This is an optimization exercise on Yosys and OpenROAD, whose aim is small area, a short achievable clock period and few clock cycles per item, not a production implementation.
The RTL was checked by simulation tests, not by an equivalence proof against the original design.

==> flow/design.v <==
module RC6dynamicRotFun(
    input   wire    [4:0]   inRotValue,
    input   wire    [31:0]  inData,
    output  wire    [31:0]  outData
    );
wire [31:0] r0 = inRotValue[0] ? {inData[30:0], inData[31]} : inData;
wire [31:0] r1 = inRotValue[1] ? {r0[29:0], r0[31:30]} : r0;
wire [31:0] r2 = inRotValue[2] ? {r1[27:0], r1[31:28]} : r1;
wire [31:0] r3 = inRotValue[3] ? {r2[23:0], r2[31:24]} : r2;
assign outData = inRotValue[4] ? {r3[15:0], r3[31:16]} : r3;
endmodule
module RC6keyExpansion #(parameter W = 32) (
    input   wire    [W-1:0]  inA,
    input   wire    [W-1:0]  inB,
    output  wire    [W-1:0]  outSum0,
    output  wire    [W-1:0]  outSum1
    );
wire [W-1:0] p = inA ^ inB;
wire [W-1:0] g0 = inA & inB;
wire [W-1:0] p0 = p;
wire [W-1:0] g1, p1, g2, p2, g3, p3, g4, p4, g5, p5;
genvar i;
generate
    for (i = 0; i < W; i = i + 1) begin : g_ks
        if (i >= 1) begin : g_l1
            assign g1[i] = g0[i] | (p0[i] & g0[i-1]);
            assign p1[i] = p0[i] & p0[i-1];
        end else begin : g_l1n
            assign g1[i] = g0[i];
            assign p1[i] = p0[i];
        end
        if (i >= 2) begin : g_l2
            assign g2[i] = g1[i] | (p1[i] & g1[i-2]);
            assign p2[i] = p1[i] & p1[i-2];
        end else begin : g_l2n
            assign g2[i] = g1[i];
            assign p2[i] = p1[i];
        end
        if (i >= 4) begin : g_l3
            assign g3[i] = g2[i] | (p2[i] & g2[i-4]);
            assign p3[i] = p2[i] & p2[i-4];
        end else begin : g_l3n
            assign g3[i] = g2[i];
            assign p3[i] = p2[i];
        end
        if (i >= 8) begin : g_l4
            assign g4[i] = g3[i] | (p3[i] & g3[i-8]);
            assign p4[i] = p3[i] & p3[i-8];
        end else begin : g_l4n
            assign g4[i] = g3[i];
            assign p4[i] = p3[i];
        end
        if (i >= 16) begin : g_l5
            assign g5[i] = g4[i] | (p4[i] & g4[i-16]);
            assign p5[i] = p4[i] & p4[i-16];
        end else begin : g_l5n
            assign g5[i] = g4[i];
            assign p5[i] = p4[i];
        end
    end
endgenerate
assign outSum0 = p ^ {g5[W-2:0], 1'b0};
assign outSum1 = p ^ {g5[W-2:0] | p5[W-2:0], 1'b1};
endmodule
module RC6keyReg #(parameter W = 29) (
    input   wire    [W-1:0]  inA,
    input   wire    [W-1:0]  inB,
    output  wire             outCarry
    );
wire [W-1:0] g0 = inA & inB;
wire [W-1:0] p0 = inA ^ inB;
wire [W-1:0] g1, p1, g2, p2, g3, p3, g4, p4, g5;
genvar i;
generate
    for (i = 0; i < W; i = i + 1) begin : g_ks
        if (i >= 1) begin : g_l1
            assign g1[i] = g0[i] | (p0[i] & g0[i-1]);
            assign p1[i] = p0[i] & p0[i-1];
        end else begin : g_l1n
            assign g1[i] = g0[i];
            assign p1[i] = p0[i];
        end
        if (i >= 2) begin : g_l2
            assign g2[i] = g1[i] | (p1[i] & g1[i-2]);
            assign p2[i] = p1[i] & p1[i-2];
        end else begin : g_l2n
            assign g2[i] = g1[i];
            assign p2[i] = p1[i];
        end
        if (i >= 4) begin : g_l3
            assign g3[i] = g2[i] | (p2[i] & g2[i-4]);
            assign p3[i] = p2[i] & p2[i-4];
        end else begin : g_l3n
            assign g3[i] = g2[i];
            assign p3[i] = p2[i];
        end
        if (i >= 8) begin : g_l4
            assign g4[i] = g3[i] | (p3[i] & g3[i-8]);
            assign p4[i] = p3[i] & p3[i-8];
        end else begin : g_l4n
            assign g4[i] = g3[i];
            assign p4[i] = p3[i];
        end
        if (i >= 16) begin : g_l5
            assign g5[i] = g4[i] | (p4[i] & g4[i-16]);
        end else begin : g_l5n
            assign g5[i] = g4[i];
        end
    end
endgenerate
assign outCarry = g5[W-1];
endmodule
module RC6control #(parameter W = 1) (
    input   wire            inSel,
    input   wire    [W-1:0] inData0,
    input   wire    [W-1:0] inData1,
    output  wire    [W-1:0] outData
    );
assign outData = inSel ? inData1 : inData0;
endmodule
module RC6round(
    input  wire [31:0] inData,
    output wire [31:0] outData
    );
wire w1 = (inData[11] & inData[12]) ^ (inData[0] & inData[24]);
wire w2 = (inData[11] & inData[12]) & (inData[0] & inData[24]);
wire w3 = (inData[13] & ~inData[12]) ^ (inData[0] & inData[25]) ^ (inData[1] & inData[24]);
wire w4 = ((inData[13] & ~inData[12]) & (inData[0] & inData[25])) | ((inData[13] & ~inData[12]) & (inData[1] & inData[24])) | ((inData[0] & inData[25]) & (inData[1] & inData[24]));
wire w5 = (inData[12] & inData[13]) ^ (inData[0] & inData[26]) ^ (inData[1] & inData[25]);
wire w6 = ((inData[12] & inData[13]) & (inData[0] & inData[26])) | ((inData[12] & inData[13]) & (inData[1] & inData[25])) | ((inData[0] & inData[26]) & (inData[1] & inData[25]));
wire w7 = (inData[2] & inData[24]) ^ (inData[3] & inData[23]);
wire w8 = (inData[2] & inData[24]) & (inData[3] & inData[23]);
wire w9 = (inData[14] & ~inData[13]) ^ (inData[0] & inData[27]) ^ (inData[1] & inData[26]);
wire w10 = ((inData[14] & ~inData[13]) & (inData[0] & inData[27])) | ((inData[14] & ~inData[13]) & (inData[1] & inData[26])) | ((inData[0] & inData[27]) & (inData[1] & inData[26]));
wire w11 = (inData[2] & inData[25]) ^ (inData[3] & inData[24]) ^ (inData[4] & inData[23]);
wire w12 = ((inData[2] & inData[25]) & (inData[3] & inData[24])) | ((inData[2] & inData[25]) & (inData[4] & inData[23])) | ((inData[3] & inData[24]) & (inData[4] & inData[23]));
wire w13 = (inData[13] & inData[14]) ^ (inData[0] & inData[28]) ^ (inData[1] & inData[27]);
wire w14 = ((inData[13] & inData[14]) & (inData[0] & inData[28])) | ((inData[13] & inData[14]) & (inData[1] & inData[27])) | ((inData[0] & inData[28]) & (inData[1] & inData[27]));
wire w15 = (inData[2] & inData[26]) ^ (inData[3] & inData[25]) ^ (inData[4] & inData[24]);
wire w16 = ((inData[2] & inData[26]) & (inData[3] & inData[25])) | ((inData[2] & inData[26]) & (inData[4] & inData[24])) | ((inData[3] & inData[25]) & (inData[4] & inData[24]));
wire w17 = (inData[5] & inData[23]) ^ (inData[6] & inData[22]);
wire w18 = (inData[5] & inData[23]) & (inData[6] & inData[22]);
wire w19 = (inData[15] & ~inData[14]) ^ (inData[0] & inData[29]) ^ (inData[1] & inData[28]);
wire w21 = (inData[2] & inData[27]) ^ (inData[3] & inData[26]) ^ (inData[4] & inData[25]);
wire w23 = (inData[5] & inData[24]) ^ (inData[6] & inData[23]) ^ (inData[7] & inData[22]);
wire w25 = (inData[7] & inData[8]) ^ (inData[0] & inData[16]);
wire w26 = (inData[7] & inData[8]) & (inData[0] & inData[16]);
wire w27 = (inData[9] & ~inData[8]) ^ (inData[0] & inData[17]) ^ (inData[1] & inData[16]);
wire w28 = ((inData[9] & ~inData[8]) & (inData[0] & inData[17])) | ((inData[9] & ~inData[8]) & (inData[1] & inData[16])) | ((inData[0] & inData[17]) & (inData[1] & inData[16]));
wire w29 = (inData[8] & inData[9]) ^ (inData[0] & inData[18]) ^ (inData[1] & inData[17]);
wire w30 = ((inData[8] & inData[9]) & (inData[0] & inData[18])) | ((inData[8] & inData[9]) & (inData[1] & inData[17])) | ((inData[0] & inData[18]) & (inData[1] & inData[17]));
wire w31 = (inData[2] & inData[16]) ^ (inData[3] & inData[15]);
wire w32 = (inData[2] & inData[16]) & (inData[3] & inData[15]);
wire w33 = (inData[10] & ~inData[9]) ^ (inData[0] & inData[19]) ^ (inData[1] & inData[18]);
wire w34 = ((inData[10] & ~inData[9]) & (inData[0] & inData[19])) | ((inData[10] & ~inData[9]) & (inData[1] & inData[18])) | ((inData[0] & inData[19]) & (inData[1] & inData[18]));
wire w35 = (inData[2] & inData[17]) ^ (inData[3] & inData[16]) ^ (inData[4] & inData[15]);
wire w36 = ((inData[2] & inData[17]) & (inData[3] & inData[16])) | ((inData[2] & inData[17]) & (inData[4] & inData[15])) | ((inData[3] & inData[16]) & (inData[4] & inData[15]));
wire w37 = (inData[9] & inData[10]) ^ (inData[0] & inData[20]) ^ (inData[1] & inData[19]);
wire w38 = ((inData[9] & inData[10]) & (inData[0] & inData[20])) | ((inData[9] & inData[10]) & (inData[1] & inData[19])) | ((inData[0] & inData[20]) & (inData[1] & inData[19]));
wire w39 = (inData[2] & inData[18]) ^ (inData[3] & inData[17]) ^ (inData[4] & inData[16]);
wire w40 = ((inData[2] & inData[18]) & (inData[3] & inData[17])) | ((inData[2] & inData[18]) & (inData[4] & inData[16])) | ((inData[3] & inData[17]) & (inData[4] & inData[16]));
wire w41 = (inData[5] & inData[15]) ^ (inData[6] & inData[14]);
wire w42 = (inData[5] & inData[15]) & (inData[6] & inData[14]);
wire w43 = (inData[11] & ~inData[10]) ^ (inData[0] & inData[21]) ^ (inData[1] & inData[20]);
wire w44 = ((inData[11] & ~inData[10]) & (inData[0] & inData[21])) | ((inData[11] & ~inData[10]) & (inData[1] & inData[20])) | ((inData[0] & inData[21]) & (inData[1] & inData[20]));
wire w45 = (inData[2] & inData[19]) ^ (inData[3] & inData[18]) ^ (inData[4] & inData[17]);
wire w46 = ((inData[2] & inData[19]) & (inData[3] & inData[18])) | ((inData[2] & inData[19]) & (inData[4] & inData[17])) | ((inData[3] & inData[18]) & (inData[4] & inData[17]));
wire w47 = (inData[5] & inData[16]) ^ (inData[6] & inData[15]) ^ (inData[7] & inData[14]);
wire w48 = ((inData[5] & inData[16]) & (inData[6] & inData[15])) | ((inData[5] & inData[16]) & (inData[7] & inData[14])) | ((inData[6] & inData[15]) & (inData[7] & inData[14]));
wire w49 = (inData[10] & inData[11]) ^ (inData[0] & inData[22]) ^ (inData[1] & inData[21]);
wire w50 = ((inData[10] & inData[11]) & (inData[0] & inData[22])) | ((inData[10] & inData[11]) & (inData[1] & inData[21])) | ((inData[0] & inData[22]) & (inData[1] & inData[21]));
wire w51 = (inData[2] & inData[20]) ^ (inData[3] & inData[19]) ^ (inData[4] & inData[18]);
wire w52 = ((inData[2] & inData[20]) & (inData[3] & inData[19])) | ((inData[2] & inData[20]) & (inData[4] & inData[18])) | ((inData[3] & inData[19]) & (inData[4] & inData[18]));
wire w53 = (inData[5] & inData[17]) ^ (inData[6] & inData[16]) ^ (inData[7] & inData[15]);
wire w54 = ((inData[5] & inData[17]) & (inData[6] & inData[16])) | ((inData[5] & inData[17]) & (inData[7] & inData[15])) | ((inData[6] & inData[16]) & (inData[7] & inData[15]));
wire w55 = (inData[8] & inData[14]) ^ (inData[9] & inData[13]);
wire w56 = (inData[8] & inData[14]) & (inData[9] & inData[13]);
wire w57 = (inData[12] & ~inData[11]) ^ (inData[0] & inData[23]) ^ (inData[1] & inData[22]);
wire w58 = ((inData[12] & ~inData[11]) & (inData[0] & inData[23])) | ((inData[12] & ~inData[11]) & (inData[1] & inData[22])) | ((inData[0] & inData[23]) & (inData[1] & inData[22]));
wire w59 = (inData[2] & inData[21]) ^ (inData[3] & inData[20]) ^ (inData[4] & inData[19]);
wire w60 = ((inData[2] & inData[21]) & (inData[3] & inData[20])) | ((inData[2] & inData[21]) & (inData[4] & inData[19])) | ((inData[3] & inData[20]) & (inData[4] & inData[19]));
wire w61 = (inData[5] & inData[18]) ^ (inData[6] & inData[17]) ^ (inData[7] & inData[16]);
wire w62 = ((inData[5] & inData[18]) & (inData[6] & inData[17])) | ((inData[5] & inData[18]) & (inData[7] & inData[16])) | ((inData[6] & inData[17]) & (inData[7] & inData[16]));
wire w63 = (inData[8] & inData[15]) ^ (inData[9] & inData[14]) ^ (inData[10] & inData[13]);
wire w64 = ((inData[8] & inData[15]) & (inData[9] & inData[14])) | ((inData[8] & inData[15]) & (inData[10] & inData[13])) | ((inData[9] & inData[14]) & (inData[10] & inData[13]));
wire w65 = (inData[1] & inData[23]) ^ (inData[2] & inData[22]) ^ (inData[3] & inData[21]);
wire w66 = ((inData[1] & inData[23]) & (inData[2] & inData[22])) | ((inData[1] & inData[23]) & (inData[3] & inData[21])) | ((inData[2] & inData[22]) & (inData[3] & inData[21]));
wire w67 = (inData[4] & inData[20]) ^ (inData[5] & inData[19]) ^ (inData[6] & inData[18]);
wire w68 = ((inData[4] & inData[20]) & (inData[5] & inData[19])) | ((inData[4] & inData[20]) & (inData[6] & inData[18])) | ((inData[5] & inData[19]) & (inData[6] & inData[18]));
wire w69 = (inData[7] & inData[17]) ^ (inData[8] & inData[16]) ^ (inData[9] & inData[15]);
wire w70 = ((inData[7] & inData[17]) & (inData[8] & inData[16])) | ((inData[7] & inData[17]) & (inData[9] & inData[15])) | ((inData[8] & inData[16]) & (inData[9] & inData[15]));
wire w71 = (inData[10] & inData[14]) ^ (inData[11] & inData[13]) ^ inData[26];
wire w72 = ((inData[10] & inData[14]) & (inData[11] & inData[13])) | ((inData[10] & inData[14]) & inData[26]) | ((inData[11] & inData[13]) & inData[26]);
wire w73 = (inData[2] & inData[23]) ^ (inData[3] & inData[22]) ^ (inData[4] & inData[21]);
wire w74 = ((inData[2] & inData[23]) & (inData[3] & inData[22])) | ((inData[2] & inData[23]) & (inData[4] & inData[21])) | ((inData[3] & inData[22]) & (inData[4] & inData[21]));
wire w75 = (inData[5] & inData[20]) ^ (inData[6] & inData[19]) ^ (inData[7] & inData[18]);
wire w76 = ((inData[5] & inData[20]) & (inData[6] & inData[19])) | ((inData[5] & inData[20]) & (inData[7] & inData[18])) | ((inData[6] & inData[19]) & (inData[7] & inData[18]));
wire w77 = (inData[8] & inData[17]) ^ (inData[9] & inData[16]) ^ (inData[10] & inData[15]);
wire w78 = ((inData[8] & inData[17]) & (inData[9] & inData[16])) | ((inData[8] & inData[17]) & (inData[10] & inData[15])) | ((inData[9] & inData[16]) & (inData[10] & inData[15]));
wire w79 = (inData[11] & inData[14]) ^ inData[27] ^ w3;
wire w80 = ((inData[11] & inData[14]) & inData[27]) | ((inData[11] & inData[14]) & w3) | (inData[27] & w3);
wire w81 = (inData[4] & inData[22]) ^ (inData[5] & inData[21]) ^ (inData[6] & inData[20]);
wire w82 = ((inData[4] & inData[22]) & (inData[5] & inData[21])) | ((inData[4] & inData[22]) & (inData[6] & inData[20])) | ((inData[5] & inData[21]) & (inData[6] & inData[20]));
wire w83 = (inData[7] & inData[19]) ^ (inData[8] & inData[18]) ^ (inData[9] & inData[17]);
wire w84 = ((inData[7] & inData[19]) & (inData[8] & inData[18])) | ((inData[7] & inData[19]) & (inData[9] & inData[17])) | ((inData[8] & inData[18]) & (inData[9] & inData[17]));
wire w85 = (inData[10] & inData[16]) ^ (inData[11] & inData[15]) ^ (inData[12] & inData[14]);
wire w86 = ((inData[10] & inData[16]) & (inData[11] & inData[15])) | ((inData[10] & inData[16]) & (inData[12] & inData[14])) | ((inData[11] & inData[15]) & (inData[12] & inData[14]));
wire w87 = inData[28] ^ w5 ^ w7;
wire w88 = (inData[28] & w5) | (inData[28] & w7) | (w5 & w7);
wire w89 = (inData[5] & inData[22]) ^ (inData[6] & inData[21]) ^ (inData[7] & inData[20]);
wire w90 = ((inData[5] & inData[22]) & (inData[6] & inData[21])) | ((inData[5] & inData[22]) & (inData[7] & inData[20])) | ((inData[6] & inData[21]) & (inData[7] & inData[20]));
wire w91 = (inData[8] & inData[19]) ^ (inData[9] & inData[18]) ^ (inData[10] & inData[17]);
wire w92 = ((inData[8] & inData[19]) & (inData[9] & inData[18])) | ((inData[8] & inData[19]) & (inData[10] & inData[17])) | ((inData[9] & inData[18]) & (inData[10] & inData[17]));
wire w93 = (inData[11] & inData[16]) ^ (inData[12] & inData[15]) ^ inData[29];
wire w94 = ((inData[11] & inData[16]) & (inData[12] & inData[15])) | ((inData[11] & inData[16]) & inData[29]) | ((inData[12] & inData[15]) & inData[29]);
wire w95 = w9 ^ w11 ^ w6;
wire w96 = (w9 & w11) | (w9 & w6) | (w11 & w6);
wire w97 = (inData[7] & inData[21]) ^ (inData[8] & inData[20]) ^ (inData[9] & inData[19]);
wire w98 = ((inData[7] & inData[21]) & (inData[8] & inData[20])) | ((inData[7] & inData[21]) & (inData[9] & inData[19])) | ((inData[8] & inData[20]) & (inData[9] & inData[19]));
wire w99 = (inData[10] & inData[18]) ^ (inData[11] & inData[17]) ^ (inData[12] & inData[16]);
wire w100 = ((inData[10] & inData[18]) & (inData[11] & inData[17])) | ((inData[10] & inData[18]) & (inData[12] & inData[16])) | ((inData[11] & inData[17]) & (inData[12] & inData[16]));
wire w101 = (inData[13] & inData[15]) ^ inData[30] ^ w13;
wire w102 = ((inData[13] & inData[15]) & inData[30]) | ((inData[13] & inData[15]) & w13) | (inData[30] & w13);
wire w103 = w15 ^ w17 ^ w10;
wire w104 = (w15 & w17) | (w15 & w10) | (w17 & w10);
wire w105 = (inData[8] & inData[21]) ^ (inData[9] & inData[20]) ^ (inData[10] & inData[19]);
wire w107 = (inData[11] & inData[18]) ^ (inData[12] & inData[17]) ^ (inData[13] & inData[16]);
wire w109 = inData[31] ^ w19 ^ w21;
wire w111 = w23 ^ w14 ^ w16;
wire w113 = (inData[4] & inData[5]) ^ (inData[0] & inData[10]);
wire w114 = (inData[4] & inData[5]) & (inData[0] & inData[10]);
wire w115 = (inData[6] & ~inData[5]) ^ (inData[0] & inData[11]) ^ (inData[1] & inData[10]);
wire w116 = ((inData[6] & ~inData[5]) & (inData[0] & inData[11])) | ((inData[6] & ~inData[5]) & (inData[1] & inData[10])) | ((inData[0] & inData[11]) & (inData[1] & inData[10]));
wire w117 = (inData[5] & inData[6]) ^ (inData[0] & inData[12]) ^ (inData[1] & inData[11]);
wire w118 = ((inData[5] & inData[6]) & (inData[0] & inData[12])) | ((inData[5] & inData[6]) & (inData[1] & inData[11])) | ((inData[0] & inData[12]) & (inData[1] & inData[11]));
wire w119 = (inData[2] & inData[10]) ^ (inData[3] & inData[9]);
wire w120 = (inData[2] & inData[10]) & (inData[3] & inData[9]);
wire w121 = (inData[7] & ~inData[6]) ^ (inData[0] & inData[13]) ^ (inData[1] & inData[12]);
wire w122 = ((inData[7] & ~inData[6]) & (inData[0] & inData[13])) | ((inData[7] & ~inData[6]) & (inData[1] & inData[12])) | ((inData[0] & inData[13]) & (inData[1] & inData[12]));
wire w123 = (inData[2] & inData[11]) ^ (inData[3] & inData[10]) ^ (inData[4] & inData[9]);
wire w124 = ((inData[2] & inData[11]) & (inData[3] & inData[10])) | ((inData[2] & inData[11]) & (inData[4] & inData[9])) | ((inData[3] & inData[10]) & (inData[4] & inData[9]));
wire w125 = (inData[6] & inData[7]) ^ (inData[0] & inData[14]) ^ (inData[1] & inData[13]);
wire w126 = ((inData[6] & inData[7]) & (inData[0] & inData[14])) | ((inData[6] & inData[7]) & (inData[1] & inData[13])) | ((inData[0] & inData[14]) & (inData[1] & inData[13]));
wire w127 = (inData[2] & inData[12]) ^ (inData[3] & inData[11]) ^ (inData[4] & inData[10]);
wire w128 = ((inData[2] & inData[12]) & (inData[3] & inData[11])) | ((inData[2] & inData[12]) & (inData[4] & inData[10])) | ((inData[3] & inData[11]) & (inData[4] & inData[10]));
wire w129 = (inData[5] & inData[9]) ^ (inData[6] & inData[8]);
wire w130 = (inData[5] & inData[9]) & (inData[6] & inData[8]);
wire w131 = (inData[8] & ~inData[7]) ^ (inData[0] & inData[15]) ^ (inData[1] & inData[14]);
wire w132 = ((inData[8] & ~inData[7]) & (inData[0] & inData[15])) | ((inData[8] & ~inData[7]) & (inData[1] & inData[14])) | ((inData[0] & inData[15]) & (inData[1] & inData[14]));
wire w133 = (inData[2] & inData[13]) ^ (inData[3] & inData[12]) ^ (inData[4] & inData[11]);
wire w134 = ((inData[2] & inData[13]) & (inData[3] & inData[12])) | ((inData[2] & inData[13]) & (inData[4] & inData[11])) | ((inData[3] & inData[12]) & (inData[4] & inData[11]));
wire w135 = (inData[5] & inData[10]) ^ (inData[6] & inData[9]) ^ inData[17];
wire w136 = ((inData[5] & inData[10]) & (inData[6] & inData[9])) | ((inData[5] & inData[10]) & inData[17]) | ((inData[6] & inData[9]) & inData[17]);
wire w137 = (inData[1] & inData[15]) ^ (inData[2] & inData[14]) ^ (inData[3] & inData[13]);
wire w138 = ((inData[1] & inData[15]) & (inData[2] & inData[14])) | ((inData[1] & inData[15]) & (inData[3] & inData[13])) | ((inData[2] & inData[14]) & (inData[3] & inData[13]));
wire w139 = (inData[4] & inData[12]) ^ (inData[5] & inData[11]) ^ (inData[6] & inData[10]);
wire w140 = ((inData[4] & inData[12]) & (inData[5] & inData[11])) | ((inData[4] & inData[12]) & (inData[6] & inData[10])) | ((inData[5] & inData[11]) & (inData[6] & inData[10]));
wire w141 = (inData[7] & inData[9]) ^ inData[18] ^ w25;
wire w142 = ((inData[7] & inData[9]) & inData[18]) | ((inData[7] & inData[9]) & w25) | (inData[18] & w25);
wire w143 = (inData[2] & inData[15]) ^ (inData[3] & inData[14]) ^ (inData[4] & inData[13]);
wire w144 = ((inData[2] & inData[15]) & (inData[3] & inData[14])) | ((inData[2] & inData[15]) & (inData[4] & inData[13])) | ((inData[3] & inData[14]) & (inData[4] & inData[13]));
wire w145 = (inData[5] & inData[12]) ^ (inData[6] & inData[11]) ^ (inData[7] & inData[10]);
wire w146 = ((inData[5] & inData[12]) & (inData[6] & inData[11])) | ((inData[5] & inData[12]) & (inData[7] & inData[10])) | ((inData[6] & inData[11]) & (inData[7] & inData[10]));
wire w147 = inData[19] ^ w27 ^ w26;
wire w148 = (inData[19] & w27) | (inData[19] & w26) | (w27 & w26);
wire w149 = (inData[4] & inData[14]) ^ (inData[5] & inData[13]) ^ (inData[6] & inData[12]);
wire w150 = ((inData[4] & inData[14]) & (inData[5] & inData[13])) | ((inData[4] & inData[14]) & (inData[6] & inData[12])) | ((inData[5] & inData[13]) & (inData[6] & inData[12]));
wire w151 = (inData[7] & inData[11]) ^ (inData[8] & inData[10]) ^ inData[20];
wire w152 = ((inData[7] & inData[11]) & (inData[8] & inData[10])) | ((inData[7] & inData[11]) & inData[20]) | ((inData[8] & inData[10]) & inData[20]);
wire w153 = w29 ^ w31 ^ w28;
wire w154 = (w29 & w31) | (w29 & w28) | (w31 & w28);
wire w155 = (inData[5] & inData[14]) ^ (inData[6] & inData[13]) ^ (inData[7] & inData[12]);
wire w156 = ((inData[5] & inData[14]) & (inData[6] & inData[13])) | ((inData[5] & inData[14]) & (inData[7] & inData[12])) | ((inData[6] & inData[13]) & (inData[7] & inData[12]));
wire w157 = (inData[8] & inData[11]) ^ inData[21] ^ w33;
wire w158 = ((inData[8] & inData[11]) & inData[21]) | ((inData[8] & inData[11]) & w33) | (inData[21] & w33);
wire w159 = w35 ^ w30 ^ w32;
wire w160 = (w35 & w30) | (w35 & w32) | (w30 & w32);
wire w161 = (inData[7] & inData[13]) ^ (inData[8] & inData[12]) ^ (inData[9] & inData[11]);
wire w162 = ((inData[7] & inData[13]) & (inData[8] & inData[12])) | ((inData[7] & inData[13]) & (inData[9] & inData[11])) | ((inData[8] & inData[12]) & (inData[9] & inData[11]));
wire w163 = inData[22] ^ w37 ^ w39;
wire w164 = (inData[22] & w37) | (inData[22] & w39) | (w37 & w39);
wire w165 = w41 ^ w34 ^ w36;
wire w166 = (w41 & w34) | (w41 & w36) | (w34 & w36);
wire w167 = (inData[8] & inData[13]) ^ (inData[9] & inData[12]) ^ inData[23];
wire w168 = ((inData[8] & inData[13]) & (inData[9] & inData[12])) | ((inData[8] & inData[13]) & inData[23]) | ((inData[9] & inData[12]) & inData[23]);
wire w169 = w43 ^ w45 ^ w47;
wire w170 = (w43 & w45) | (w43 & w47) | (w45 & w47);
wire w171 = w38 ^ w40 ^ w42;
wire w172 = (w38 & w40) | (w38 & w42) | (w40 & w42);
wire w173 = (inData[10] & inData[12]) ^ inData[24] ^ w49;
wire w174 = ((inData[10] & inData[12]) & inData[24]) | ((inData[10] & inData[12]) & w49) | (inData[24] & w49);
wire w175 = w51 ^ w53 ^ w55;
wire w176 = (w51 & w53) | (w51 & w55) | (w53 & w55);
wire w177 = w44 ^ w46 ^ w48;
wire w178 = (w44 & w46) | (w44 & w48) | (w46 & w48);
wire w179 = inData[25] ^ w57 ^ w59;
wire w180 = (inData[25] & w57) | (inData[25] & w59) | (w57 & w59);
wire w181 = w61 ^ w63 ^ w50;
wire w182 = (w61 & w63) | (w61 & w50) | (w63 & w50);
wire w183 = w52 ^ w54 ^ w56;
wire w184 = (w52 & w54) | (w52 & w56) | (w54 & w56);
wire w185 = w1 ^ w65 ^ w67;
wire w186 = (w1 & w65) | (w1 & w67) | (w65 & w67);
wire w187 = w69 ^ w71 ^ w58;
wire w188 = (w69 & w71) | (w69 & w58) | (w71 & w58);
wire w189 = w60 ^ w62 ^ w64;
wire w190 = (w60 & w62) | (w60 & w64) | (w62 & w64);
wire w191 = w2 ^ w73 ^ w75;
wire w192 = (w2 & w73) | (w2 & w75) | (w73 & w75);
wire w193 = w77 ^ w79 ^ w66;
wire w194 = (w77 & w79) | (w77 & w66) | (w79 & w66);
wire w195 = w68 ^ w70 ^ w72;
wire w196 = (w68 & w70) | (w68 & w72) | (w70 & w72);
wire w197 = w4 ^ w81 ^ w83;
wire w198 = (w4 & w81) | (w4 & w83) | (w81 & w83);
wire w199 = w85 ^ w87 ^ w74;
wire w200 = (w85 & w87) | (w85 & w74) | (w87 & w74);
wire w201 = w76 ^ w78 ^ w80;
wire w202 = (w76 & w78) | (w76 & w80) | (w78 & w80);
wire w203 = w8 ^ w89 ^ w91;
wire w204 = (w8 & w89) | (w8 & w91) | (w89 & w91);
wire w205 = w93 ^ w95 ^ w82;
wire w206 = (w93 & w95) | (w93 & w82) | (w95 & w82);
wire w207 = w84 ^ w86 ^ w88;
wire w208 = (w84 & w86) | (w84 & w88) | (w86 & w88);
wire w209 = w12 ^ w97 ^ w99;
wire w210 = (w12 & w97) | (w12 & w99) | (w97 & w99);
wire w211 = w101 ^ w103 ^ w90;
wire w212 = (w101 & w103) | (w101 & w90) | (w103 & w90);
wire w213 = w92 ^ w94 ^ w96;
wire w214 = (w92 & w94) | (w92 & w96) | (w94 & w96);
wire w215 = w18 ^ w105 ^ w107;
wire w217 = w109 ^ w111 ^ w98;
wire w219 = w100 ^ w102 ^ w104;
wire w221 = (inData[2] & inData[3]) ^ (inData[0] & inData[6]);
wire w222 = (inData[2] & inData[3]) & (inData[0] & inData[6]);
wire w223 = (inData[4] & ~inData[3]) ^ (inData[0] & inData[7]) ^ (inData[1] & inData[6]);
wire w224 = ((inData[4] & ~inData[3]) & (inData[0] & inData[7])) | ((inData[4] & ~inData[3]) & (inData[1] & inData[6])) | ((inData[0] & inData[7]) & (inData[1] & inData[6]));
wire w225 = (inData[3] & inData[4]) ^ (inData[0] & inData[8]) ^ (inData[1] & inData[7]);
wire w226 = ((inData[3] & inData[4]) & (inData[0] & inData[8])) | ((inData[3] & inData[4]) & (inData[1] & inData[7])) | ((inData[0] & inData[8]) & (inData[1] & inData[7]));
wire w227 = (inData[2] & inData[6]) ^ (inData[3] & inData[5]);
wire w228 = (inData[2] & inData[6]) & (inData[3] & inData[5]);
wire w229 = (inData[5] & ~inData[4]) ^ (inData[0] & inData[9]) ^ (inData[1] & inData[8]);
wire w230 = ((inData[5] & ~inData[4]) & (inData[0] & inData[9])) | ((inData[5] & ~inData[4]) & (inData[1] & inData[8])) | ((inData[0] & inData[9]) & (inData[1] & inData[8]));
wire w231 = (inData[2] & inData[7]) ^ (inData[3] & inData[6]) ^ inData[11];
wire w232 = ((inData[2] & inData[7]) & (inData[3] & inData[6])) | ((inData[2] & inData[7]) & inData[11]) | ((inData[3] & inData[6]) & inData[11]);
wire w233 = (inData[1] & inData[9]) ^ (inData[2] & inData[8]) ^ (inData[3] & inData[7]);
wire w234 = ((inData[1] & inData[9]) & (inData[2] & inData[8])) | ((inData[1] & inData[9]) & (inData[3] & inData[7])) | ((inData[2] & inData[8]) & (inData[3] & inData[7]));
wire w235 = (inData[4] & inData[6]) ^ inData[12] ^ w113;
wire w236 = ((inData[4] & inData[6]) & inData[12]) | ((inData[4] & inData[6]) & w113) | (inData[12] & w113);
wire w237 = (inData[2] & inData[9]) ^ (inData[3] & inData[8]) ^ (inData[4] & inData[7]);
wire w238 = ((inData[2] & inData[9]) & (inData[3] & inData[8])) | ((inData[2] & inData[9]) & (inData[4] & inData[7])) | ((inData[3] & inData[8]) & (inData[4] & inData[7]));
wire w239 = inData[13] ^ w115 ^ w114;
wire w240 = (inData[13] & w115) | (inData[13] & w114) | (w115 & w114);
wire w241 = (inData[4] & inData[8]) ^ (inData[5] & inData[7]) ^ inData[14];
wire w242 = ((inData[4] & inData[8]) & (inData[5] & inData[7])) | ((inData[4] & inData[8]) & inData[14]) | ((inData[5] & inData[7]) & inData[14]);
wire w243 = w117 ^ w119 ^ w116;
wire w244 = (w117 & w119) | (w117 & w116) | (w119 & w116);
wire w245 = (inData[5] & inData[8]) ^ inData[15] ^ w121;
wire w246 = ((inData[5] & inData[8]) & inData[15]) | ((inData[5] & inData[8]) & w121) | (inData[15] & w121);
wire w247 = w123 ^ w118 ^ w120;
wire w248 = (w123 & w118) | (w123 & w120) | (w118 & w120);
wire w249 = inData[16] ^ w125 ^ w127;
wire w250 = (inData[16] & w125) | (inData[16] & w127) | (w125 & w127);
wire w251 = w129 ^ w122 ^ w124;
wire w252 = (w129 & w122) | (w129 & w124) | (w122 & w124);
wire w253 = w131 ^ w133 ^ w135;
wire w254 = (w131 & w133) | (w131 & w135) | (w133 & w135);
wire w255 = w126 ^ w128 ^ w130;
wire w256 = (w126 & w128) | (w126 & w130) | (w128 & w130);
wire w257 = w137 ^ w139 ^ w141;
wire w258 = (w137 & w139) | (w137 & w141) | (w139 & w141);
wire w259 = w132 ^ w134 ^ w136;
wire w260 = (w132 & w134) | (w132 & w136) | (w134 & w136);
wire w261 = w143 ^ w145 ^ w147;
wire w262 = (w143 & w145) | (w143 & w147) | (w145 & w147);
wire w263 = w138 ^ w140 ^ w142;
wire w264 = (w138 & w140) | (w138 & w142) | (w140 & w142);
wire w265 = w149 ^ w151 ^ w153;
wire w266 = (w149 & w151) | (w149 & w153) | (w151 & w153);
wire w267 = w144 ^ w146 ^ w148;
wire w268 = (w144 & w146) | (w144 & w148) | (w146 & w148);
wire w269 = w155 ^ w157 ^ w159;
wire w270 = (w155 & w157) | (w155 & w159) | (w157 & w159);
wire w271 = w150 ^ w152 ^ w154;
wire w272 = (w150 & w152) | (w150 & w154) | (w152 & w154);
wire w273 = w161 ^ w163 ^ w165;
wire w274 = (w161 & w163) | (w161 & w165) | (w163 & w165);
wire w275 = w156 ^ w158 ^ w160;
wire w276 = (w156 & w158) | (w156 & w160) | (w158 & w160);
wire w277 = w167 ^ w169 ^ w171;
wire w278 = (w167 & w169) | (w167 & w171) | (w169 & w171);
wire w279 = w162 ^ w164 ^ w166;
wire w280 = (w162 & w164) | (w162 & w166) | (w164 & w166);
wire w281 = w173 ^ w175 ^ w177;
wire w282 = (w173 & w175) | (w173 & w177) | (w175 & w177);
wire w283 = w168 ^ w170 ^ w172;
wire w284 = (w168 & w170) | (w168 & w172) | (w170 & w172);
wire w285 = w179 ^ w181 ^ w183;
wire w286 = (w179 & w181) | (w179 & w183) | (w181 & w183);
wire w287 = w174 ^ w176 ^ w178;
wire w288 = (w174 & w176) | (w174 & w178) | (w176 & w178);
wire w289 = w185 ^ w187 ^ w189;
wire w290 = (w185 & w187) | (w185 & w189) | (w187 & w189);
wire w291 = w180 ^ w182 ^ w184;
wire w292 = (w180 & w182) | (w180 & w184) | (w182 & w184);
wire w293 = w191 ^ w193 ^ w195;
wire w294 = (w191 & w193) | (w191 & w195) | (w193 & w195);
wire w295 = w186 ^ w188 ^ w190;
wire w296 = (w186 & w188) | (w186 & w190) | (w188 & w190);
wire w297 = w197 ^ w199 ^ w201;
wire w298 = (w197 & w199) | (w197 & w201) | (w199 & w201);
wire w299 = w192 ^ w194 ^ w196;
wire w300 = (w192 & w194) | (w192 & w196) | (w194 & w196);
wire w301 = w203 ^ w205 ^ w207;
wire w302 = (w203 & w205) | (w203 & w207) | (w205 & w207);
wire w303 = w198 ^ w200 ^ w202;
wire w304 = (w198 & w200) | (w198 & w202) | (w200 & w202);
wire w305 = w209 ^ w211 ^ w213;
wire w306 = (w209 & w211) | (w209 & w213) | (w211 & w213);
wire w307 = w204 ^ w206 ^ w208;
wire w308 = (w204 & w206) | (w204 & w208) | (w206 & w208);
wire w309 = w215 ^ w217 ^ w219;
wire w311 = w210 ^ w212 ^ w214;
wire w313 = (inData[1] & inData[2]) ^ (inData[0] & inData[4]);
wire w314 = (inData[1] & inData[2]) & (inData[0] & inData[4]);
wire w315 = (inData[3] & ~inData[2]) ^ (inData[0] & inData[5]) ^ (inData[1] & inData[4]);
wire w316 = ((inData[3] & ~inData[2]) & (inData[0] & inData[5])) | ((inData[3] & ~inData[2]) & (inData[1] & inData[4])) | ((inData[0] & inData[5]) & (inData[1] & inData[4]));
wire w317 = (inData[1] & inData[5]) ^ (inData[2] & inData[4]) ^ inData[8];
wire w318 = ((inData[1] & inData[5]) & (inData[2] & inData[4])) | ((inData[1] & inData[5]) & inData[8]) | ((inData[2] & inData[4]) & inData[8]);
wire w319 = (inData[2] & inData[5]) ^ inData[9] ^ w223;
wire w320 = ((inData[2] & inData[5]) & inData[9]) | ((inData[2] & inData[5]) & w223) | (inData[9] & w223);
wire w321 = inData[10] ^ w225 ^ w227;
wire w322 = (inData[10] & w225) | (inData[10] & w227) | (w225 & w227);
wire w323 = w229 ^ w231 ^ w226;
wire w324 = (w229 & w231) | (w229 & w226) | (w231 & w226);
wire w325 = w233 ^ w235 ^ w230;
wire w326 = (w233 & w235) | (w233 & w230) | (w235 & w230);
wire w327 = w237 ^ w239 ^ w234;
wire w328 = (w237 & w239) | (w237 & w234) | (w239 & w234);
wire w329 = w241 ^ w243 ^ w238;
wire w330 = (w241 & w243) | (w241 & w238) | (w243 & w238);
wire w331 = w245 ^ w247 ^ w242;
wire w332 = (w245 & w247) | (w245 & w242) | (w247 & w242);
wire w333 = w249 ^ w251 ^ w246;
wire w334 = (w249 & w251) | (w249 & w246) | (w251 & w246);
wire w335 = w253 ^ w255 ^ w250;
wire w336 = (w253 & w255) | (w253 & w250) | (w255 & w250);
wire w337 = w257 ^ w259 ^ w254;
wire w338 = (w257 & w259) | (w257 & w254) | (w259 & w254);
wire w339 = w261 ^ w263 ^ w258;
wire w340 = (w261 & w263) | (w261 & w258) | (w263 & w258);
wire w341 = w265 ^ w267 ^ w262;
wire w342 = (w265 & w267) | (w265 & w262) | (w267 & w262);
wire w343 = w269 ^ w271 ^ w266;
wire w344 = (w269 & w271) | (w269 & w266) | (w271 & w266);
wire w345 = w273 ^ w275 ^ w270;
wire w346 = (w273 & w275) | (w273 & w270) | (w275 & w270);
wire w347 = w277 ^ w279 ^ w274;
wire w348 = (w277 & w279) | (w277 & w274) | (w279 & w274);
wire w349 = w281 ^ w283 ^ w278;
wire w350 = (w281 & w283) | (w281 & w278) | (w283 & w278);
wire w351 = w285 ^ w287 ^ w282;
wire w352 = (w285 & w287) | (w285 & w282) | (w287 & w282);
wire w353 = w289 ^ w291 ^ w286;
wire w354 = (w289 & w291) | (w289 & w286) | (w291 & w286);
wire w355 = w293 ^ w295 ^ w290;
wire w356 = (w293 & w295) | (w293 & w290) | (w295 & w290);
wire w357 = w297 ^ w299 ^ w294;
wire w358 = (w297 & w299) | (w297 & w294) | (w299 & w294);
wire w359 = w301 ^ w303 ^ w298;
wire w360 = (w301 & w303) | (w301 & w298) | (w303 & w298);
wire w361 = w305 ^ w307 ^ w302;
wire w362 = (w305 & w307) | (w305 & w302) | (w307 & w302);
wire w363 = w309 ^ w311 ^ w306;
wire w365 = (inData[0] & inData[1]) ^ (inData[0] & inData[2]);
wire w366 = (inData[0] & inData[1]) & (inData[0] & inData[2]);
wire w367 = (inData[2] & ~inData[1]) ^ (inData[0] & inData[3]) ^ inData[5];
wire w368 = ((inData[2] & ~inData[1]) & (inData[0] & inData[3])) | ((inData[2] & ~inData[1]) & inData[5]) | ((inData[0] & inData[3]) & inData[5]);
wire w369 = (inData[1] & inData[3]) ^ inData[6] ^ w313;
wire w370 = ((inData[1] & inData[3]) & inData[6]) | ((inData[1] & inData[3]) & w313) | (inData[6] & w313);
wire w371 = inData[7] ^ w315 ^ w314;
wire w372 = (inData[7] & w315) | (inData[7] & w314) | (w315 & w314);
wire w373 = w221 ^ w317 ^ w316;
wire w374 = (w221 & w317) | (w221 & w316) | (w317 & w316);
wire w375 = w222 ^ w319 ^ w318;
wire w376 = (w222 & w319) | (w222 & w318) | (w319 & w318);
wire w377 = w224 ^ w321 ^ w320;
wire w378 = (w224 & w321) | (w224 & w320) | (w321 & w320);
wire w379 = w228 ^ w323 ^ w322;
wire w380 = (w228 & w323) | (w228 & w322) | (w323 & w322);
wire w381 = w232 ^ w325 ^ w324;
wire w382 = (w232 & w325) | (w232 & w324) | (w325 & w324);
wire w383 = w236 ^ w327 ^ w326;
wire w384 = (w236 & w327) | (w236 & w326) | (w327 & w326);
wire w385 = w240 ^ w329 ^ w328;
wire w386 = (w240 & w329) | (w240 & w328) | (w329 & w328);
wire w387 = w244 ^ w331 ^ w330;
wire w388 = (w244 & w331) | (w244 & w330) | (w331 & w330);
wire w389 = w248 ^ w333 ^ w332;
wire w390 = (w248 & w333) | (w248 & w332) | (w333 & w332);
wire w391 = w252 ^ w335 ^ w334;
wire w392 = (w252 & w335) | (w252 & w334) | (w335 & w334);
wire w393 = w256 ^ w337 ^ w336;
wire w394 = (w256 & w337) | (w256 & w336) | (w337 & w336);
wire w395 = w260 ^ w339 ^ w338;
wire w396 = (w260 & w339) | (w260 & w338) | (w339 & w338);
wire w397 = w264 ^ w341 ^ w340;
wire w398 = (w264 & w341) | (w264 & w340) | (w341 & w340);
wire w399 = w268 ^ w343 ^ w342;
wire w400 = (w268 & w343) | (w268 & w342) | (w343 & w342);
wire w401 = w272 ^ w345 ^ w344;
wire w402 = (w272 & w345) | (w272 & w344) | (w345 & w344);
wire w403 = w276 ^ w347 ^ w346;
wire w404 = (w276 & w347) | (w276 & w346) | (w347 & w346);
wire w405 = w280 ^ w349 ^ w348;
wire w406 = (w280 & w349) | (w280 & w348) | (w349 & w348);
wire w407 = w284 ^ w351 ^ w350;
wire w408 = (w284 & w351) | (w284 & w350) | (w351 & w350);
wire w409 = w288 ^ w353 ^ w352;
wire w410 = (w288 & w353) | (w288 & w352) | (w353 & w352);
wire w411 = w292 ^ w355 ^ w354;
wire w412 = (w292 & w355) | (w292 & w354) | (w355 & w354);
wire w413 = w296 ^ w357 ^ w356;
wire w414 = (w296 & w357) | (w296 & w356) | (w357 & w356);
wire w415 = w300 ^ w359 ^ w358;
wire w416 = (w300 & w359) | (w300 & w358) | (w359 & w358);
wire w417 = w304 ^ w361 ^ w360;
wire w418 = (w304 & w361) | (w304 & w360) | (w361 & w360);
wire w419 = w308 ^ w363 ^ w362;
wire [31:0] ra = {w419 , w417 , w415 , w413 , w411 , w409 , w407 , w405 , w403 , w401 , w399 , w397 , w395 , w393 , w391 , w389 , w387 , w385 , w383 , w381 , w379 , w377 , w375 , w373 , w371 , w369 , w367 , inData[4] , (inData[1] & ~inData[0]) , inData[2] , inData[0] , inData[0]};
wire [31:0] rb = {w418 , w416 , w414 , w412 , w410 , w408 , w406 , w404 , w402 , w400 , w398 , w396 , w394 , w392 , w390 , w388 , w386 , w384 , w382 , w380 , w378 , w376 , w374 , w372 , w370 , w368 , w366 , w365 , inData[3] , 1'b0 , inData[1] , 1'b0};
wire [31:0] sum = ra + rb;
assign outData = {sum[26:0], sum[31:27]};
endmodule
module RC6encryption(
	input		wire			  	inClk,
	input		wire				inReset,
	input		wire				inKeyWr,
	input		wire				inDataWr,
	input 	wire 	[127:0] 	inData,
	input		wire	[255:0] 	inKey,
	output 	wire 	[127:0] 	outData,
	output	wire				outBusy
	);
localparam [31:0] P32 = 32'hB7E15163;
localparam [31:0] Q32 = 32'h9E3779B9;
function [31:0] bswap(input [31:0] x);
	bswap = {x[7:0], x[15:8], x[23:16], x[31:24]};
endfunction
function [31:0] rotl3(input [31:0] x);
	rotl3 = {x[28:0], x[31:29]};
endfunction
reg			busy;
reg	[7:0]	cnt;
reg			pass1n;		 
reg			stepY;		 
reg			pre;		 
reg			post;		 
reg			noTU;		 
reg			zS;			 
wire		last = (cnt == 8'd131);
wire	[7:0]	cntn = cnt + 8'd1;
wire		run = busy && !inReset && !last;	 
wire		start = !busy && inKeyWr && inDataWr && !inReset;
always @(posedge inClk) begin
	if (inReset)
		busy <= 1'b0;
	else if (!busy)
		busy <= inKeyWr & inDataWr;
	else if (last)
		busy <= 1'b0;
	cnt		<= run ? cntn : 8'd0;
	pass1n	<= run ? (cntn < 8'd43) : 1'b1;
	stepY	<= run && (((cntn >= 8'd90) && !cntn[0]) || (cntn == 8'd131));
	pre		<= run && (cntn == 8'd90);
	post	<= run && (cntn == 8'd131);
	noTU	<= run && ((cntn == 8'd90) || (cntn == 8'd131));
	zS		<= run && ((cntn == 8'd88) || (cntn == 8'd129));
end
assign outBusy = busy;
reg	[31:0]	d0, d1, d2, d3;	 
reg	[31:0]	sr [0:42];	 
reg	[31:0]	lr [0:7];	 
reg	[31:0]	pc;			 
reg	[31:0]	SA;			 
reg	[31:0]	Br;			 
wire	[31:0]	x = SA;
wire	[31:0]	y = Br;
wire	[31:0]	L = lr[0];
wire	[28:0]	lo = x[28:0] + y[28:0];
wire			c29;
RC6keyReg #(.W(29)) _c29(.inA(x[28:0]), .inB(y[28:0]), .outCarry(c29));
wire	[2:0]		hi0 = x[31:29] + y[31:29];
wire	[2:0]		hi1 = hi0 + 3'd1;
wire	[3:0]		w = {1'b0, L[2:0]} + {1'b0, y[2:0]};
wire	[3:0]		wl0 = {1'b0, w[2:0]} + {1'b0, hi0};
wire	[3:0]		wl1 = {1'b0, w[2:0]} + {1'b0, hi1};
wire	[3:0]		wl;
RC6control #(.W(4)) _mwl(.inSel(c29), .inData0(wl0), .inData1(wl1), .outData(wl));
wire	[28:0]	b1 = L[31:3], b2 = y[31:3], b3 = x[28:0], b4 = y[28:0];
wire	[28:0]	bh = b1 ^ b2 ^ b3;
wire	[28:0]	bk = {((b1[27:0] & b2[27:0]) | (b1[27:0] & b3[27:0]) | (b2[27:0] & b3[27:0])), w[3]};
wire	[28:0]	bu = bh ^ bk ^ b4;
wire	[28:0]	bv = {((bh[27:0] & bk[27:0]) | (bh[27:0] & b4[27:0]) | (bk[27:0] & b4[27:0])), 1'b0};
wire	[28:0]	bs0, bs1;
RC6keyExpansion #(.W(29)) _addB(.inA(bu), .inB(bv), .outSum0(bs0), .outSum1(bs1));
wire	[28:0]	bs;
RC6control #(.W(29)) _mbs(.inSel(wl[3]), .inData0(bs0), .inData1(bs1), .outData(bs));
wire	[31:0]	s2 = {bs, wl[2:0]};
wire	[4:0]		rk0 = {lo[1:0], hi0} + y[4:0];
wire	[4:0]		rk1 = {lo[1:0], hi1} + y[4:0];
wire	[4:0]		rk;
RC6control #(.W(5)) _mrk(.inSel(c29), .inData0(rk0), .inData1(rk1), .outData(rk));
wire	[31:0]	Bn;
RC6dynamicRotFun _rotB(.inRotValue(rk), .inData(s2), .outData(Bn));
wire	[31:0]	Snext = pass1n ? pc : (post ? d2 : sr[0]);
wire	[3:0]		ql0 = {1'b0, Snext[2:0]} + {1'b0, hi0};
wire	[3:0]		ql1 = {1'b0, Snext[2:0]} + {1'b0, hi1};
wire	[3:0]		ql;
RC6control #(.W(4)) _mql(.inSel(c29), .inData0(ql0), .inData1(ql1), .outData(ql));
wire	[28:0]	q1 = Snext[31:3], q2 = x[28:0], q3 = y[28:0];
wire	[28:0]	qh = q1 ^ q2 ^ q3;
wire	[28:0]	qk = {((q1[27:0] & q2[27:0]) | (q1[27:0] & q3[27:0]) | (q2[27:0] & q3[27:0])), 1'b0};
wire	[28:0]	qs0, qs1;
RC6keyExpansion #(.W(29)) _addA(.inA(qh), .inB(qk), .outSum0(qs0), .outSum1(qs1));
wire	[28:0]	qs;
RC6control #(.W(29)) _mqs(.inSel(ql[3]), .inData0(qs0), .inData1(qs1), .outData(qs));
wire	[31:0]	SAn = {qs, ql[2:0]};
wire	[31:0]	An = {lo[28:0], c29 ? hi1 : hi0};
integer n;
always @(posedge inClk) begin
	for (n = 0; n < 42; n = n + 1)
		sr[n] <= sr[n + 1];
	sr[42] <= An;
	for (n = 0; n < 7; n = n + 1)
		lr[n] <= busy ? lr[n + 1] : bswap(inKey[255 - 32 * n -: 32]);
	lr[7] <= busy ? Bn : bswap(inKey[31:0]);
	pc <= busy ? pc + Q32 : P32 + Q32;
	SA <= busy ? SAn : P32;
	Br <= busy ? Bn : 32'd0;
end
reg	[31:0]	d1s, d3s;			 
reg	[31:0]	T, U;
wire	[31:0]	ft, fu;
RC6round _fB(.inData(d1s), .outData(ft));
RC6round _fD(.inData(d3s), .outData(fu));
wire	[31:0]	K0 = noTU ? sr[42] : sr[41];
wire	[31:0]	K2 = pre ? sr[41] : sr[42];
wire	[31:0]	r0, r2;
RC6dynamicRotFun _rot0(.inRotValue(U[4:0]), .inData(d0 ^ T), .outData(r0));
RC6dynamicRotFun _rot2(.inRotValue(T[4:0]), .inData(d2 ^ U), .outData(r2));
wire	[31:0]	a0 = r0 + K0;
wire	[31:0]	a2 = r2 + K2;
always @(posedge inClk) begin
	T <= ft;
	U <= fu;
	d1s <= zS ? 32'd0 : a2;
	d3s <= zS ? 32'd0 : a0;
	if (start) begin
		d0 <= inData[31:0];
		d1 <= inData[127:96];
		d2 <= inData[95:64];
		d3 <= inData[63:32];
	end else if (stepY) begin
		d0 <= d1;
		d1 <= post ? SAn : a2;
		d2 <= d3;
		d3 <= a0;
	end
end
assign outData = {bswap(d3), bswap(d0), bswap(d1), bswap(d2)};
endmodule
==> flow/flow/run.sh <==
#!/bin/bash
# The standard ORFS layout (the standard.sh: unchanged synthesis and steps)
# with two knobs the settings list does not offer:
#  - the port buffers that every input and output gets are buf_2 cells.
set -euo pipefail
bash standard.sh SETUP_SLACK_MARGIN=14.45 "BUFFER_PORTS_ARGS=-buffer_cell sky130_fd_sc_hd__buf_2" finish > standard.log 2>&1
==> flow/standard.sh <==
#!/bin/bash
# synth_recipe.tcl (not shown) runs the flow's synth.tcl, then flattens the netlist and writes it again
# the make line also repeats each setting of config.mk as NAME=value (left out here)
make -C /OpenROAD-flow-scripts/flow DESIGN_CONFIG=/design/flow/config.mk WORK_HOME=/design/flow/orfs CLKGATE_MAP_FILE= SYNTH_SCRIPT=/design/flow/synth_recipe.tcl "${@:-finish}"
==> flow/config.mk <==
export PLATFORM = sky130hd
export DESIGN_NAME = RC6encryption
export DESIGN_NICKNAME = RC6encryption
export VERILOG_FILES = /design/flow/design.v
export SDC_FILE = /design/flow/constraint.sdc
export NUM_CORES = 4
export LEC_CHECK = 0
export CAP_MARGIN = 30
export CORE_MARGIN = 2
export CORE_UTILIZATION = 62
export CTS_CLUSTER_DIAMETER = 60
export CTS_CLUSTER_SIZE = 25
export SLEW_MARGIN = 30
export SYNTH_HIERARCHICAL = 1
==> flow/constraint.sdc <==
create_clock -name core_clock -period 20.0 [get_ports {inClk}]
set_input_delay 4.0000 -clock core_clock [delete_from_list [all_inputs] [get_ports {inClk}]]
set_output_delay 4.0000 -clock core_clock [all_outputs]
set_load 0.01 [all_outputs]
==> flow_summary.toml, run 1 <==
[status]
status = "complete, no violations"

[cts]
root_buffer = "clkbuf_16"
clkSinkCount = 1999
clk_latency_ns = 0.80
h-tree-depth = 3
path_clk_slew_ns = 0.09
cts_buffers = 119
cts_hold_buf = 0
cts_tree = "yes"
clockBufferDepth = 3

[timing]
finalSetupViolCount = 0
holdWs_ns = 0.273
final_max_slew_viol_count = 0
rsz0062_at_grt = "yes"
max_freq_mhz = 179
tns_ns = 0
finalCritPeriodShare_pct = 27.9
relSlewSlack_pct = 31.2
period_minus_slack_ns = 5.58
tightest_slew_ns = 1.03
hold_violations = 0
skew_ns = 0.0826

[critical_path]
cp-end-kind = "output pin"
path_max_fanout = 2
crit_required_ns = 16.00
start_kind = "register"
crit_buf_inv = 2
critical-path-slowest-cell = "edfxtp_1"
worstPathCellList = "buf_4 > buf_6"
crit_family = "flip-flops"
crit_type = "reg -> out"
max_stage_delay_ns = 0.51
arrival_ns = 1.58

[layout]
final_nets = 8622
drive_gt1_share_pct = 22.3
area_growth_pct = 11.1
fillers = 9752

[die]
start_util_pct = 62.3
die_h_um = 372
core_sq_um = 135000
die_x_um = 372
ios = 517
fp-row-count = 135
die_area_sq_um = 139000

[detailed_routing]
routedWlPerCell_um = 24.0
dr_total_vias = 53500
viasPerCell = 5.73
routed_wirelength_um = 224000
drc = 0
dr.pass1.iters = 6
drtIter0Drc = 4424
ant_nets = 0

[yosys]
postSynthCellCount = 7025
ys.flop_type = "dfxtp_1"
ys_seq_elements = 1999
synth_edf_count = 128
syn_area_per_cell_sq_um = 12.0
yosysTopAreaCellShare_pct = 44.5
yosysWarnings = 9
ys_types = 104
synth_area_leaders = "dfxtp_1, fa_1, mux2_2"
ys_seq_area_share_pct = 49.1
yosysTopAreaCell = "dfxtp_1"
synthesis.area_sq_um = 84200
ys_async_sr_fraction_pct = 0

[placed_design]
post-dp-hpwl_um = 166000
port_buffers = 516
gp_congestion = 0.972

[grt]
antenna_found_initial = 20
overflow = 0
grt_max_degree = 181
grt_pass1_vias = 52400
grt_pass1_wl_um = 327000
track_usage_pct = 31.7

[worst_hold_path]
hp-class = "reg -> reg"

[flow_run]
drv_cap = 0
==> cells in the mapped netlist, drive strengths merged (6+ instances only) <==
library cell	n
fa	461
a21o	108
buf	93
a31oi	28
nand3	55
a21oi	279
a221oi	13
mux2	490
nand2	661
nand3b	6
clkbuf	218
xnor2	216
o211a	6
nor3	41
o21bai	27
a311oi	8
xor2	195
and2	259
o21ai	244
nor3b	9
nor2	248
dfxtp	1871
a211oi	24
ha	296
o31ai	13
a21boi	9
or2	7
a31o	11
nor4	9
nand2b	56
nor2b	41
mux2i	41
and3	25
or3	15
o21a	26
inv	444
mux4	192
o211ai	30
edfxtp	128
nand4	41
==> cell type report <==
cell class                 instances  area, sq um  share of cell area [%]
antenna                           11         27.5                  0.0294
clock buffer                     127         3040                    3.25
clock inverter                    62         1140                    1.22
inverter                         446         1690                    1.81
multi-input combinational       4272        40000                    42.8
sequential                      1999        41400                    44.3
tap                             1781         2230                    2.38
timing repair buffer             639         3960                    4.23
==> modules after synthesis (local to each module, per instance), excerpt <==
module | flip-flops and latches | copies in the design
RC6round | 0 | 2
RC6dynamicRotFun | 0 | 3
RC6encryption | 1999 | 1
==> metrics by stage <==
stage	utilization [%]	instances	setup slack, ns	instance area (sq um)
final	69.2	9337	14.42	93500
after global routing	69.2	9326	14.38	93500
after CTS	68.6	9297	14.19	92700
after detailed placement	65.1	9061	13.45	88000
after global placement	65.1	9059	13.48	87900
after floorplan	-	7028	14.33	84200
==> path summary, 6_finish.rpt <==
kind / from / to / slack (ns) / cells after the start
min: sr[22][15]$_DFF_P_ / sr[21][15]$_DFF_P_ / 0.27 / 0
max: d2[31]$_DFFE_PP_ / outData[7] / 14.42 / 2
min reg2reg: sr[22][15]$_DFF_P_ / sr[21][15]$_DFF_P_ / 0.27 / 0
max reg2reg: d2[21]$_DFFE_PP_ / d1[24]$_DFFE_PP_ / 14.52 / 16
==> repair_timing <==
item / CTS / global route
endpoints found under the setup margin: 212 / 112
buffers inserted: 47 / 24
resized for setup: 51 / 106
pin swaps: 1 / 5
cloned: 0 / 4
==> sequential cells by signal (all words and copies together), names as in the netlist <==
signal	cells
Br	32
SA	32
T	32
U	32
busy	1
cnt	8
d0	32
d1	32
d1s	32
d2	32
d3	32
d3s	32
lr	256
noTU	1
pass1n	1
pc	32
post	1
pre	1
sr	1376
stepY	1
zS	1
==> placed cells by master (no fill, tap or decap), types with 247 or more instances in the layout <==
cell     netlist  layout
dfxtp_1     1871    1815
and2_1       259     258
inv_1        444     440
mux2_2       469     467
a21oi_1      262     258
nand2_1      659     659
fa_1         461     460
buf_2         39     515
nor2_1       248     247
ha_1         296     286
==> layer usage <==
metal	part of all wire (%)	track usage (%)	vias up	wire length, um
met1	41	42.3	26300	91000
met2	46	51.3	2362	104000
met5	0.051	0	-	115
li1	-	-	24400	-
met3	8.7	6.63	440	19400
met4	4.2	11.5	18	9400
==> kinds of logic (layout without fill, tap and decap cells) <==
group                      after synthesis  count (layout)  share of synthesized area (%)
xor gates and xnor gates               411             411                           4.28
buffers and inverters                  757            1274                           3.75
adders and majority gates              757             757                           15.4
AOI/OAI and AO/OA                      883             883                           6.85
muxes                                  723             723                           12.3
and+or+nand+nor                       1494            1494                           8.40
other                                    1              15                        0.00445
DFF                                   1999            1999                           49.1
Testbench counts, summed over its fixed seeds: cycles 42,560, items 320.
==> run 2, diff against run 1 <==
--- a/flow/config.mk
+++ b/flow/config.mk
@@ -9,3 +9,3 @@
 export CORE_MARGIN = 2
-export CORE_UTILIZATION = 62
+export CORE_UTILIZATION = 50
 export CTS_CLUSTER_DIAMETER = 60
==> run 2 against run 1 <==
Routed wire length up 4.3%. Highest routed layer unchanged. Still clean. Core utilization down 13 points. Largest cell class unchanged. Fmax up 0.38%. Cell area up 0.99%. Synthesized cell count unchanged. Register-to-register slack better by 0.03 ns.
==> flow_summary.toml, run 2 <==
[worst_hold_path]
hp-start = "sr[11][1]$_DFF_P_"
hp-class = "reg -> reg"

[placed_design]
dp_slack_ns = 13.34
post-dp-hpwl_um = 178000
dp.cells = 9489
port_buffers = 516
gp_congestion = 0.920
placed_cell_area_sq_um = 88600

[cts]
clockBufferDepth = 3
clkSinkCount = 1999
cts_buffers = 133
clk_latency_ns = 0.83
cts_hold_buf = 0
path_clk_slew_ns = 0.09
cts_tree = "yes"
root_buffer = "clkbuf_16"
h-tree-depth = 4

[layout]
fillers = 14200
final_nets = 8660
area_growth_pct = 12.2
largest_reg_flops = 1376
final_design_area_no_fill_sq_um = 94400
multiInputGateArea_sq_um = 40000
layout_common_cells = "dfxtp_1, nand2_1, buf_2, mux2_2, fa_1"
fin_cells = 9808
final_common_cell = "dfxtp_1"
drive_gt1_share_pct = 22.6
largest-register = "sr"
regArea_sq_um = 41400
largestRegisters = "sr x1376, lr x256"

[yosys]
ys.flop_type = "dfxtp_1"
synth_common_cells = "dfxtp_1, nand2_1, mux2_2, fa_1, inv_1"
postSynthCellCount = 7025
ys_async_sr_fraction_pct = 0
synth_edf_count = 128
synth.most_common_cell = "dfxtp_1"
synth_area_leaders = "dfxtp_1, fa_1, mux2_2"
yosysTopAreaCell = "dfxtp_1"
yosysTopAreaCellShare_pct = 44.5
syn_area_per_cell_sq_um = 12.0
ys_seq_area_share_pct = 49.1
ys_types = 104
synthesis.area_sq_um = 84200
yosysWarnings = 9
ys_seq_elements = 1999

[critical_path]
arrival_ns = 1.56
cp-end-kind = "output pin"
max_stage_delay_ns = 0.55
r2r_start = "post$_DFF_P_"
crit_required_ns = 16.00
critical-path-slowest-cell = "edfxtp_1"
path_max_fanout = 2
crit_type = "reg -> out"
crit_buf_inv = 1
start_kind = "register"
crit_family = "flip-flops"
worstPathCellList = "buf_2"
crit_start = "d1[30]$_DFFE_PP_"

[timing]
final_max_slew_viol_count = 0
setup_ws_ns = 14.44
tightest_slew_ns = 0.990
tns_ns = 0
rsz0062_at_grt = "yes"
period_minus_slack_ns = 5.56
skew_ns = 0.0521
max_freq_mhz = 180
hold_violations = 0
finalSetupViolCount = 0
finalCritPeriodShare_pct = 27.8
relSlewSlack_pct = 34.0

[die]
die_x_um = 414
ios = 517
die_h_um = 414
die_area_sq_um = 172000
fp-row-count = 150
core_sq_um = 167000
start_util_pct = 50.3

[grt]
antenna_found_initial = 22
grt_max_degree = 207
track_usage_pct = 26.9
grt_pass1_wl_um = 343000
grt_pass1_vias = 52800
overflow = 0

[detailed_routing]
routedWlPerCell_um = 23.8
ant_nets = 0
viasPerCell = 5.42
drtIter0Drc = 4046
dr_total_vias = 53200
dr.pass1.iters = 6
drc = 0
routed_wirelength_um = 234000

[status]
status = "complete, no violations"

[flow_run]
drv_cap = 0
run 2: layout make-up:
cell class,count,area share (%)
flip-flops and latches,1999,43.8
multi-input cells,4274,42.3
repair buffers,661,4.34
clock buffers,145,3.63
well taps,2204,2.92
inverters,446,1.79
clock inverters,71,1.13
diodes,8,0.0212
run 2: through the flow:
| step | hold WS [ns] | utilization [%] |
|---|---|---|
| after CTS | 0.304 | 56.1 |
| after global routing | 0.302 | 56.5 |
| final | 0.305 | 56.5 |
| after global placement | 0.310 | 52.9 |
| after detailed placement | 0.312 | 53.0 |
| after floorplan | 0.310 | - |
run 2: timing repair:
action                                  in CTS  in global routing
setup buffers                               69                 19
pin swaps                                    1                  6
gates cloned                                 1                  5
endpoints found under the setup margin     231                182
resized for setup                           32                109
run 2: Yosys stat by module (local to each module, per instance), excerpt:
| module | cells | flip-flops and latches | area, sq um | copies in the design |
|---|---|---|---|---|
| RC6dynamicRotFun | 116 | 0 | 1950 | 3 |
| RC6encryption | 4114 | 1999 | 57100 | 1 |
| RC6round | 874 | 0 | 7500 | 2 |
run 2: kinds of logic after synthesis:
logic type,count (synthesis),synth area share [%]
multiplexers,723,12.3
other,1,0.00445
flip-flops,1999,49.1
XOR/XNOR,411,4.28
adder cells (fa/ha/maj),757,15.4
AND/OR/NAND/NOR,1494,8.40
AO/OA/AOI/OAI,883,6.85
buffers and inverters,757,3.75
run 2: worst paths after layout:
path,to,slack [ns],cells past startpoint
worst max-delay path,outData[38],14.44,1
worst min-delay path,sr[10][1]$_DFF_P_,0.31,0
worst min register to register,sr[10][1]$_DFF_P_,0.31,0
worst max register to register,d1[27]$_DFFE_PP_,14.55,13
run 2: metal layers:
layer / up-vias / track usage (%) / wire [um]
li1: 24500 / - / -
met1: 26200 / 36.3 / 101000
met2: 2007 / 43.1 / 108000
met3: 400 / 4.79 / 15400
met4: 24 / 10.4 / 9940
met5: - / 0 / 149

[re-timing with driven ports]
No port has a modelled driver above. Below, the same layouts with a new extraction and two added sets of constraints.
Step 1 assumes that a clkbuf_16 drives the clock port and a buf_2 every other input.
Step 2, shift: input delay + t, output delay - t, t = (earliest + latest rising clock arrival at the registers) / 2. This alone moves slack from input paths to output paths.
a / b / c = ideal / step 1 / step 2; a / b = the first two.
run	shift t [ns]	setup WS [ns]	clock arrival spread, ns	cell pins on the clock port's net
run 1	0.844	14.421 / 14.336 / 13.774	0.086 / 0.086	1
run 2	0.879	14.442 / 14.361 / 13.769	0.058 / 0.058	1
After both steps every run listed still meets setup and hold. The setup slack of run 2, which loses most, moves by -0.081 ns with the drivers and by -0.673 ns with both steps.
